From an optimization exercise on the open Yosys and OpenROAD flow, aimed at small area; shortcuts taken in it are not production practice.
Where RTL was checked, it was by simulation tests only, not by an equivalence proof against the original.

==> build 39: inputs <==
==> flow/design.v <==
`timescale 1ns / 1ps
module system(output wire RsTx, input wire RsRx, input clk, input btnC);
    wire reset = btnC;
    reg  [7:0] rv;
    reg        lastb;
    reg  [7:0] rxd;
    wire new_input = (rv == 8'd161);
    wire rx_idle   = (rv == 8'd0) | new_input;
    wire rx_samp   = (rv[3:0] == 4'd0) & (rv[7:5] != 3'd0) & ~(rv[7] & rv[5]);
    always @(posedge clk) begin
        if (reset) begin
            rv <= 8'd0; lastb <= 1'b1;
        end else begin
            lastb <= RsRx;
            if (rx_idle & lastb & ~RsRx) rv <= 8'd8;
            else if (new_input)          rv <= 8'd0;
            else if (rv != 8'd0)         rv <= rv + 8'd1;
            if (rx_samp) rxd <= {RsRx, rxd[7:1]};
        end
    end
    reg  [7:0] u;
    reg  [7:0] txb;
    reg        txo, tsp;
    wire [7:0] tb = tsp ? 8'h20 : txb;
    assign RsTx = txo;
    wire sent = (u == 8'd0);
    wire issue;
    wire [7:0] ch;
    always @(posedge clk) begin
        if (reset) begin
            u <= 8'd0; txo <= 1'b1;
        end else begin
            if (issue)          u <= 8'd102;
            else if (u != 8'd0) u <= u + 8'd1;
            if (issue) begin txb <= ch; tsp <= (cnt == 6'd1); end
            else if (got & (st == GETR)) txb <= rxd;
            if (u == 8'd0) txo <= 1'b1;
            else if (u[3:0] == 4'hF) begin
                case (u[7:4])
                    4'd6:  txo <= 1'b0;
                    4'd7: txo <= tb[0];
                    4'd8: txo <= tb[1];
                    4'd9: txo <= tb[2];
                    4'd10: txo <= tb[3];
                    4'd11: txo <= tb[4];
                    4'd12: txo <= tb[5];
                    4'd13: txo <= tb[6];
                    4'd14: txo <= tb[7];
                    default: ;
                endcase
            end
        end
    end
    localparam GETR = 3'd0, GETD = 3'd1, REN = 3'd2, CALC = 3'd3, SEND = 3'd4, DLY = 3'd5;
    reg  [2:0]  st;
    reg  [5:0]  cnt;      
    reg  [1:0]  op;       
    reg  [15:0] A, B, R;  
    reg         s, err, pz;
    wire inget  = (st == GETR) | (st == GETD);
    wire got    = inget & new_input;
    wire is_cr  = (rxd == 8'h0D);
    wire is_bs  = (rxd == 8'h08);
    wire is_dig = (rxd[7:4] == 4'h3) & (rxd[3:0] <= 4'd9);
    wire echo   = (st == GETR) ? ~is_bs : is_dig;
    assign issue = (st == SEND) & (cnt[3:0] != 4'd0) & sent;
    wire pshift = issue & (cnt[5:4] == 2'd0) & (cnt[3:0] >= 4'd2) & (cnt[3:0] <= 4'd9);
    wire neg = s & (R != 16'd0);
    reg [7:0] lc;
    always @* begin
        case (cnt[3:0])
            4'd14: lc = err ? 8'h00 : 8'h0D;
            4'd13: lc = err ? 8'h0D : 8'h0A;
            4'd12: lc = err ? 8'h0A : (neg ? 8'h2D : 8'h2B);
            4'd11: lc = err ? 8'h4E : 8'h28;
            4'd10: lc = err ? 8'h2F : 8'h20;
            4'd9:  lc = err ? 8'h4E : {4'h3, R[15:12]};
            4'd8, 4'd7, 4'd6: lc = err ? 8'h20 : {4'h3, R[15:12]};
            4'd4:  lc = err ? 8'h20 : 8'h29;
            4'd2:  lc = 8'h3A;
            default: lc = 8'h20;
        endcase
    end
    assign ch = cnt[4] ? (cnt[5] ? {4'h3, B[3:0]} : txb) : lc;
    always @(posedge clk) begin
        if (reset) begin
            st <= CALC; cnt <= 6'd46;
        end else begin
            case (st)
                GETR, GETD: if (new_input) begin
                    if (is_cr) begin st <= CALC; cnt <= 6'd47; end
                    else begin st <= REN; cnt <= ~echo ? 6'd16 : (st == GETD) ? 6'd49 : 6'd17; end
                end
                REN:  st <= SEND;
                CALC: if (cnt == 6'd14) st <= SEND; else cnt <= cnt - 6'd1;
                SEND: if (cnt[3:0] == 4'd0) st <= cnt[4] ? GETD : GETR;
                      else if (sent) begin st <= DLY; cnt <= cnt - 6'd1; end
                DLY:  if (u == 8'd122) st <= SEND;
                default: st <= GETR;
            endcase
        end
        if (got & (st == GETR)) op <= (rxd == 8'h2F) ? 2'd3 : (rxd == 8'h2A) ? 2'd2 : (rxd == 8'h2D) ? 2'd1 : 2'd0;
    end
    function [3:0] n9(input [3:0] d);
        n9 = 4'd9 - d;
    endfunction
    reg xc, yc;
    reg [15:0] sum;
    reg        cy;
    reg [4:0]  t;
    reg [3:0]  xd, yd;
    integer k;
    always @* begin
        cy = xc | yc;
        for (k = 0; k < 4; k = k + 1) begin
            xd = xc ? n9(R[4*k +: 4]) : R[4*k +: 4];
            yd = yc ? n9(B[4*k +: 4]) : B[4*k +: 4];
            t  = xd + yd + cy;
            if (t > 5'd9) begin sum[4*k +: 4] = t[3:0] + 4'd6; cy = 1'b1; end
            else          begin sum[4*k +: 4] = t[3:0];        cy = 1'b0; end
        end
    end
    localparam AI = 3'd0, AR = 3'd1, AP = 3'd2, AL = 3'd3, AZ = 3'd4;
    reg [2:0] as;
    reg [1:0] dc;
    wire enter_d = got & (st == GETD) & is_cr;
    wire enter_r = got & (st == GETR) & is_cr;
    wire Bz      = (B == 16'd0);
    wire magadd  = ~(op[0] ^ s);
    wire isdiv   = op[0];
    wire [15:0] Rrot = {R[11:0], A[15:12]};
    always @* begin
        xc = (as == AR);
        yc = (as == AL) ? isdiv : (as == AR) ? 1'b0 : ~magadd;
    end
    always @(posedge clk) begin
        if (reset) begin
            A <= 16'd0; B <= 16'd0; R <= 16'd0; s <= 1'b0; err <= 1'b0; pz <= 1'b1;
            as <= AI; dc <= 2'd0;
        end else begin
            if ((got & is_dig) | pshift) B <= {B[11:0], got ? rxd[3:0] : 4'd0};
            if (pshift) begin R <= Rrot; A <= {A[11:0], R[15:12]}; end
            if (enter_r) pz <= 1'b1;
            if (enter_d) begin
                pz <= Bz;
                if (~err) begin
                    if (~op[1]) begin
                        if (magadd) begin R <= sum; if (cy) err <= 1'b1; end
                        else if (cy) R <= sum;
                        else as <= AR;
                    end else if (isdiv & (pz | Bz)) err <= 1'b1;
                    else as <= AP;
                end
            end
            case (as)
                AR: begin R <= sum; s <= ~s; as <= AI; end
                AP: begin
                    R <= Rrot; A <= {A[11:0], R[15:12]};
                    if (cnt == (isdiv ? 6'd43 : 6'd44)) begin as <= AL; dc <= 2'd0; end
                end
                AL: begin
                    if (isdiv ? cy : (A[15:12] != 4'd0)) begin
                        R <= sum;
                        if (isdiv) A[3:0] <= A[3:0] + 4'd1;
                        else begin A[15:12] <= A[15:12] - 4'd1; if (cy) err <= 1'b1; end
                    end else if (dc == 2'd3) begin
                        as <= isdiv ? AZ : AI; dc <= 2'd0;
                    end else begin
                        R <= Rrot; A <= {A[11:0], R[15:12]}; dc <= dc + 2'd1;
                        if (R[15:12] != 4'd0) err <= 1'b1;
                    end
                end
                AZ: begin
                    R <= Rrot; A <= {A[11:0], 4'd0}; dc <= dc + 2'd1;
                    if (dc == 2'd3) as <= AI;
                end
                default: ;
            endcase
        end
    end
endmodule
==> flow/flow/run.sh <==
#!/bin/bash
set -euo pipefail
cd "$(dirname "$0")/.."
W=$PWD
sed "s|$W/synth_recipe.tcl|$W/flow/synth_area.tcl|g" standard.sh > flow/my_standard.sh
grep -q synth_area.tcl flow/my_standard.sh
export CTS_ARGS="-sink_clustering_enable -repair_clock_nets -buf_list sky130_fd_sc_hd__clkbuf_8 -dont_use_dummy_load"
bash flow/my_standard.sh finish > "$W/flow_make.log" 2>&1
==> flow/flow/abc_area.script <==
&get -n
&st
&syn2
&dch -f
&nf -a -R 1000
&put
mfs3 -ae
==> flow/flow/synth_area.tcl <==
# The standard flow's synthesis (synth_recipe.tcl) with ABC mapping for area instead of delay
set ::area_dir [file dirname [file normalize [info script]]]
proc abc {args} {
  set j [lsearch -exact $args -script]
  if {$j >= 0} { set args [lreplace $args [expr {$j+1}] [expr {$j+1}] [file join $::area_dir abc_area.script]] }
  yosys abc {*}$args
}
source [file join [file dirname $::area_dir] synth_recipe.tcl]
==> flow/standard.sh <==
#!/bin/bash
# synth_recipe.tcl (not shown) runs the flow's synth.tcl, then flattens the netlist and writes it again
# the make line also repeats each setting of config.mk as NAME=value (left out here)
make -C /OpenROAD-flow-scripts/flow DESIGN_CONFIG=/design/flow/config.mk WORK_HOME=/design/flow/orfs CLKGATE_MAP_FILE= SYNTH_SCRIPT=/design/flow/synth_recipe.tcl "${@:-finish}"
==> flow/config.mk <==
export PLATFORM = sky130hd
export DESIGN_NAME = system
export DESIGN_NICKNAME = system
export VERILOG_FILES = /design/flow/design.v
export SDC_FILE = /design/flow/constraint.sdc
export NUM_CORES = 4
export LEC_CHECK = 0
export CAP_MARGIN = 20
export CORE_MARGIN = 2
export CORE_UTILIZATION = 40
export CTS_BUF_LIST = sky130_fd_sc_hd__clkbuf_8
export GPL_ROUTABILITY_DRIVEN = 0
export GPL_TIMING_DRIVEN = 0
export SLEW_MARGIN = 20
==> flow/constraint.sdc <==
create_clock -name core_clock -period 150.0 [get_ports {clk}]
set_input_delay 30.0000 -clock core_clock [delete_from_list [all_inputs] [get_ports {clk}]]
set_output_delay 30.0000 -clock core_clock [all_outputs]
set_load 0.01 [all_outputs]
==> inputs of build 22, as changes to build 39 <==
--- a/flow/design.v
+++ b/flow/design.v
@@ -67,3 +67,5 @@
     wire pshift = issue & (cnt[5:4] == 2'd0) & (cnt[3:0] >= 4'd2) & (cnt[3:0] <= 4'd9);
-    wire neg = s & (R != 16'd0);
+    reg  cm;
+    wire [3:0] pd  = cm ? 4'd9 - R[15:12] : R[15:12];
+    wire neg = s & (cm | (R != 16'd0));
     reg [7:0] lc;
@@ -76,4 +78,4 @@
             4'd10: lc = err ? 8'h2F : 8'h20;
-            4'd9:  lc = err ? 8'h4E : {4'h3, R[15:12]};
-            4'd8, 4'd7, 4'd6: lc = err ? 8'h20 : {4'h3, R[15:12]};
+            4'd9:  lc = err ? 8'h4E : {4'h3, pd};
+            4'd8, 4'd7, 4'd6: lc = err ? 8'h20 : {4'h3, pd};
             4'd4:  lc = err ? 8'h20 : 8'h29;
@@ -106,3 +108,3 @@
     endfunction
-    reg xc, yc;
+    reg ci0, yc;
     reg [15:0] sum;
@@ -113,5 +115,5 @@
     always @* begin
-        cy = xc | yc;
+        cy = ci0;
         for (k = 0; k < 4; k = k + 1) begin
-            xd = xc ? n9(R[4*k +: 4]) : R[4*k +: 4];
+            xd = R[4*k +: 4];
             yd = yc ? n9(B[4*k +: 4]) : B[4*k +: 4];
@@ -132,4 +134,4 @@
     always @* begin
-        xc = (as == AR);
-        yc = (as == AL) ? isdiv : (as == AR) ? 1'b0 : ~magadd;
+        yc  = (as == AL) ? isdiv : (as == AR) | ~magadd;
+        ci0 = yc & (as != AR);
     end
@@ -137,3 +139,3 @@
         if (reset) begin
-            A <= 16'd0; B <= 16'd0; R <= 16'd0; s <= 1'b0; err <= 1'b0; pz <= 1'b1;
+            A <= 16'd0; B <= 16'd0; R <= 16'd0; s <= 1'b0; err <= 1'b0; pz <= 1'b1; cm <= 1'b0;
             as <= AI; dc <= 2'd0;
@@ -141,3 +143,3 @@
             if ((got & is_dig) | pshift) B <= {B[11:0], got ? rxd[3:0] : 4'd0};
-            if (pshift) begin R <= Rrot; A <= {A[11:0], R[15:12]}; end
+            if (pshift) begin R <= Rrot; A <= {A[11:0], pd}; if (cnt[3:0] == 4'd6) cm <= 1'b0; end
             if (enter_r) pz <= 1'b1;
@@ -155,3 +157,3 @@
             case (as)
-                AR: begin R <= sum; s <= ~s; as <= AI; end
+                AR: begin R <= sum; s <= ~s; cm <= 1'b1; as <= AI; end
                 AP: begin
==> flow/flow/my_standard.sh (new file) <==
#!/bin/bash
# The standard flow's own layout of this design, on the ORFS make targets given (by default finish). After
# finish it leaves the final layout's DEF at /design/flow/out/final.def.
set -euo pipefail
make -C /OpenROAD-flow-scripts/flow DESIGN_CONFIG=/design/flow/config.mk WORK_HOME=/design/flow/orfs CLKGATE_MAP_FILE= SYNTH_SCRIPT=/design/flow/flow/synth_area.tcl CAP_MARGIN=20 CORE_MARGIN=2 CORE_UTILIZATION=40 CTS_BUF_LIST=sky130_fd_sc_hd__clkbuf_8 GPL_ROUTABILITY_DRIVEN=0 GPL_TIMING_DRIVEN=0 SLEW_MARGIN=20 "${@:-finish}"
if [[ -f /design/flow/orfs/results/sky130hd/system/base/6_final.odb ]]; then
  : # left out here: write the final layout as DEF
fi
==> inputs of trial 31, as changes to build 39 <==
==> flow/flow/run.sh (replaced) <==
#!/bin/bash
set -euo pipefail
cd "$(dirname "$0")/.."
W=$PWD
sed "s|$W/synth_recipe.tcl|$W/flow/synth_area.tcl|g" standard.sh > flow/my_standard.sh
grep -q synth_area.tcl flow/my_standard.sh
export CTS_ARGS="-sink_clustering_enable -repair_clock_nets -buf_list sky130_fd_sc_hd__clkbuf_8 -dont_use_dummy_load -sink_clustering_size 20 -sink_clustering_max_diameter 100"
bash flow/my_standard.sh finish > "$W/flow_make.log" 2>&1
==> flow/flow/my_standard.sh (new file) <==
#!/bin/bash
# The standard flow's own layout of this design, on the ORFS make targets given (by default finish). After
# finish it leaves the final layout's DEF at /design/flow/out/final.def.
set -euo pipefail
make -C /OpenROAD-flow-scripts/flow DESIGN_CONFIG=/design/flow/config.mk WORK_HOME=/design/flow/orfs CLKGATE_MAP_FILE= SYNTH_SCRIPT=/design/flow/flow/synth_area.tcl CAP_MARGIN=0 CORE_MARGIN=2 CORE_UTILIZATION=55 CTS_BUF_LIST=sky130_fd_sc_hd__clkbuf_8 SLEW_MARGIN=0 "${@:-finish}"
if [[ -f /design/flow/orfs/results/sky130hd/system/base/6_final.odb ]]; then
  : # left out here: write the final layout as DEF
fi
==> flow/config.mk (replaced) <==
export PLATFORM = sky130hd
export DESIGN_NAME = system
export DESIGN_NICKNAME = system
export VERILOG_FILES = /design/flow/design.v
export SDC_FILE = /design/flow/constraint.sdc
export NUM_CORES = 4
export LEC_CHECK = 0
export CAP_MARGIN = 0
export CORE_MARGIN = 2
export CORE_UTILIZATION = 55
export CTS_BUF_LIST = sky130_fd_sc_hd__clkbuf_8
export SLEW_MARGIN = 0
==> summary.md <==
| Metric | Value |
|---|---|
| Status | `no timing/DRC/antenna violations` |
| Met3 routed WL | `883 um` |
| Final period utilization | `20.84%` |
| Bufs w/o clock | `10` |
| Placement Cell Area | `7152 um^2` |
| Final WL | `18.83 mm` |
| GRT Total Usage | `21.68%` |
| Multi-In Gates | `711` |
| Dpl cells | `1084` |
| Iter 0 DRT Violations | `712` |
| Syn_area_per_cell | `7.904 um^2` |
| Clock sinks | `103` |
| Met2 Use GR | `32.65%` |
| FF+latch count | `103` |
the above is filed under build 22

==> summary.md <==
| Metric | Value |
|---|---|
| Status | `no timing/DRC/antenna violations` |
| GRT Total Usage | `19.66%` |
| Met2 Use GR | `31.39%` |
| CLK BUF | `9` |
| Multi-In Gates | `683` |
| Final period utilization | `20.84%` |
| Synth unique cells | `50` |
| Met3 routed WL | `447 um` |
| FF+latch count | `102` |
| Final instance area | `7032 um^2` |
| CP peak stage delay | `0.53 ns` |
| Dpl cells | `1055` |
| Clock sinks | `102` |
| Placement Cell Area | `6908 um^2` |
| Register area | `2232 um^2` |
| Syn_area_per_cell | `7.857 um^2` |
the above is filed under build 39

==> summary.md <==
| Metric | Value |
|---|---|
| Clock sinks | `102` |
| Dpl cells | `989` |
| Multi-In Gates | `683` |
| DRC | `0` |
| Placement Cell Area | `6829 um^2` |
| Status | `no timing/DRC/antenna violations` |
| GRT Total Usage | `26.85%` |
| Syn_area_per_cell | `7.857 um^2` |
| Final WL | `16.44 mm` |
| Iter 0 DRT Violations | `502` |
| Met3 usage | `4.874%` |
| Final period utilization | `20.82%` |
| FF+latch count | `102` |
| Met2 Use GR | `42.91%` |
the above is filed under trial 31

The RTL of build 22 was laid out without a check of its function.

[afterwards: timing with drivers on the ports]
The flow's constraints put no driver on any port. The routed layouts listed below were extracted and timed again, unchanged, in two steps. Step 1 sets driving cells, clkbuf_16 on the clock port and buf_2 on the other inputs (assumed; they add their load-dependent delay and slew). Step 2, shift: input delay + t, output delay - t, t = (earliest + latest rising clock arrival at the registers) / 2. This alone moves slack from input paths to output paths. a / b / c = ideal / step 1 / step 2; a / b = the first two.
| run | shift t [ns] | slack for setup (ns) | worst setup path after step 2 | clock arrival spread, ns | slew at the worst register clock pin (ns) |
|---|---|---|---|---|---|
| build 39 | 0.418 | 118.747 / 118.709 / 118.478 | input to register | 0.037 / 0.037 | 0.11 / 0.11 |
| build 22 | 0.420 | 118.735 / 118.697 / 118.478 | input to register | 0.037 / 0.036 | 0.12 / 0.12 |
| trial 31 | 0.418 | 118.764 / 118.729 / 118.376 | input to register | 0.026 / 0.026 | 0.10 / 0.10 |
After both steps every run listed still meets setup and hold. For trial 31, which loses most, drivers alone change the setup slack by -0.035 ns; drivers and shift together by -0.388 ns.
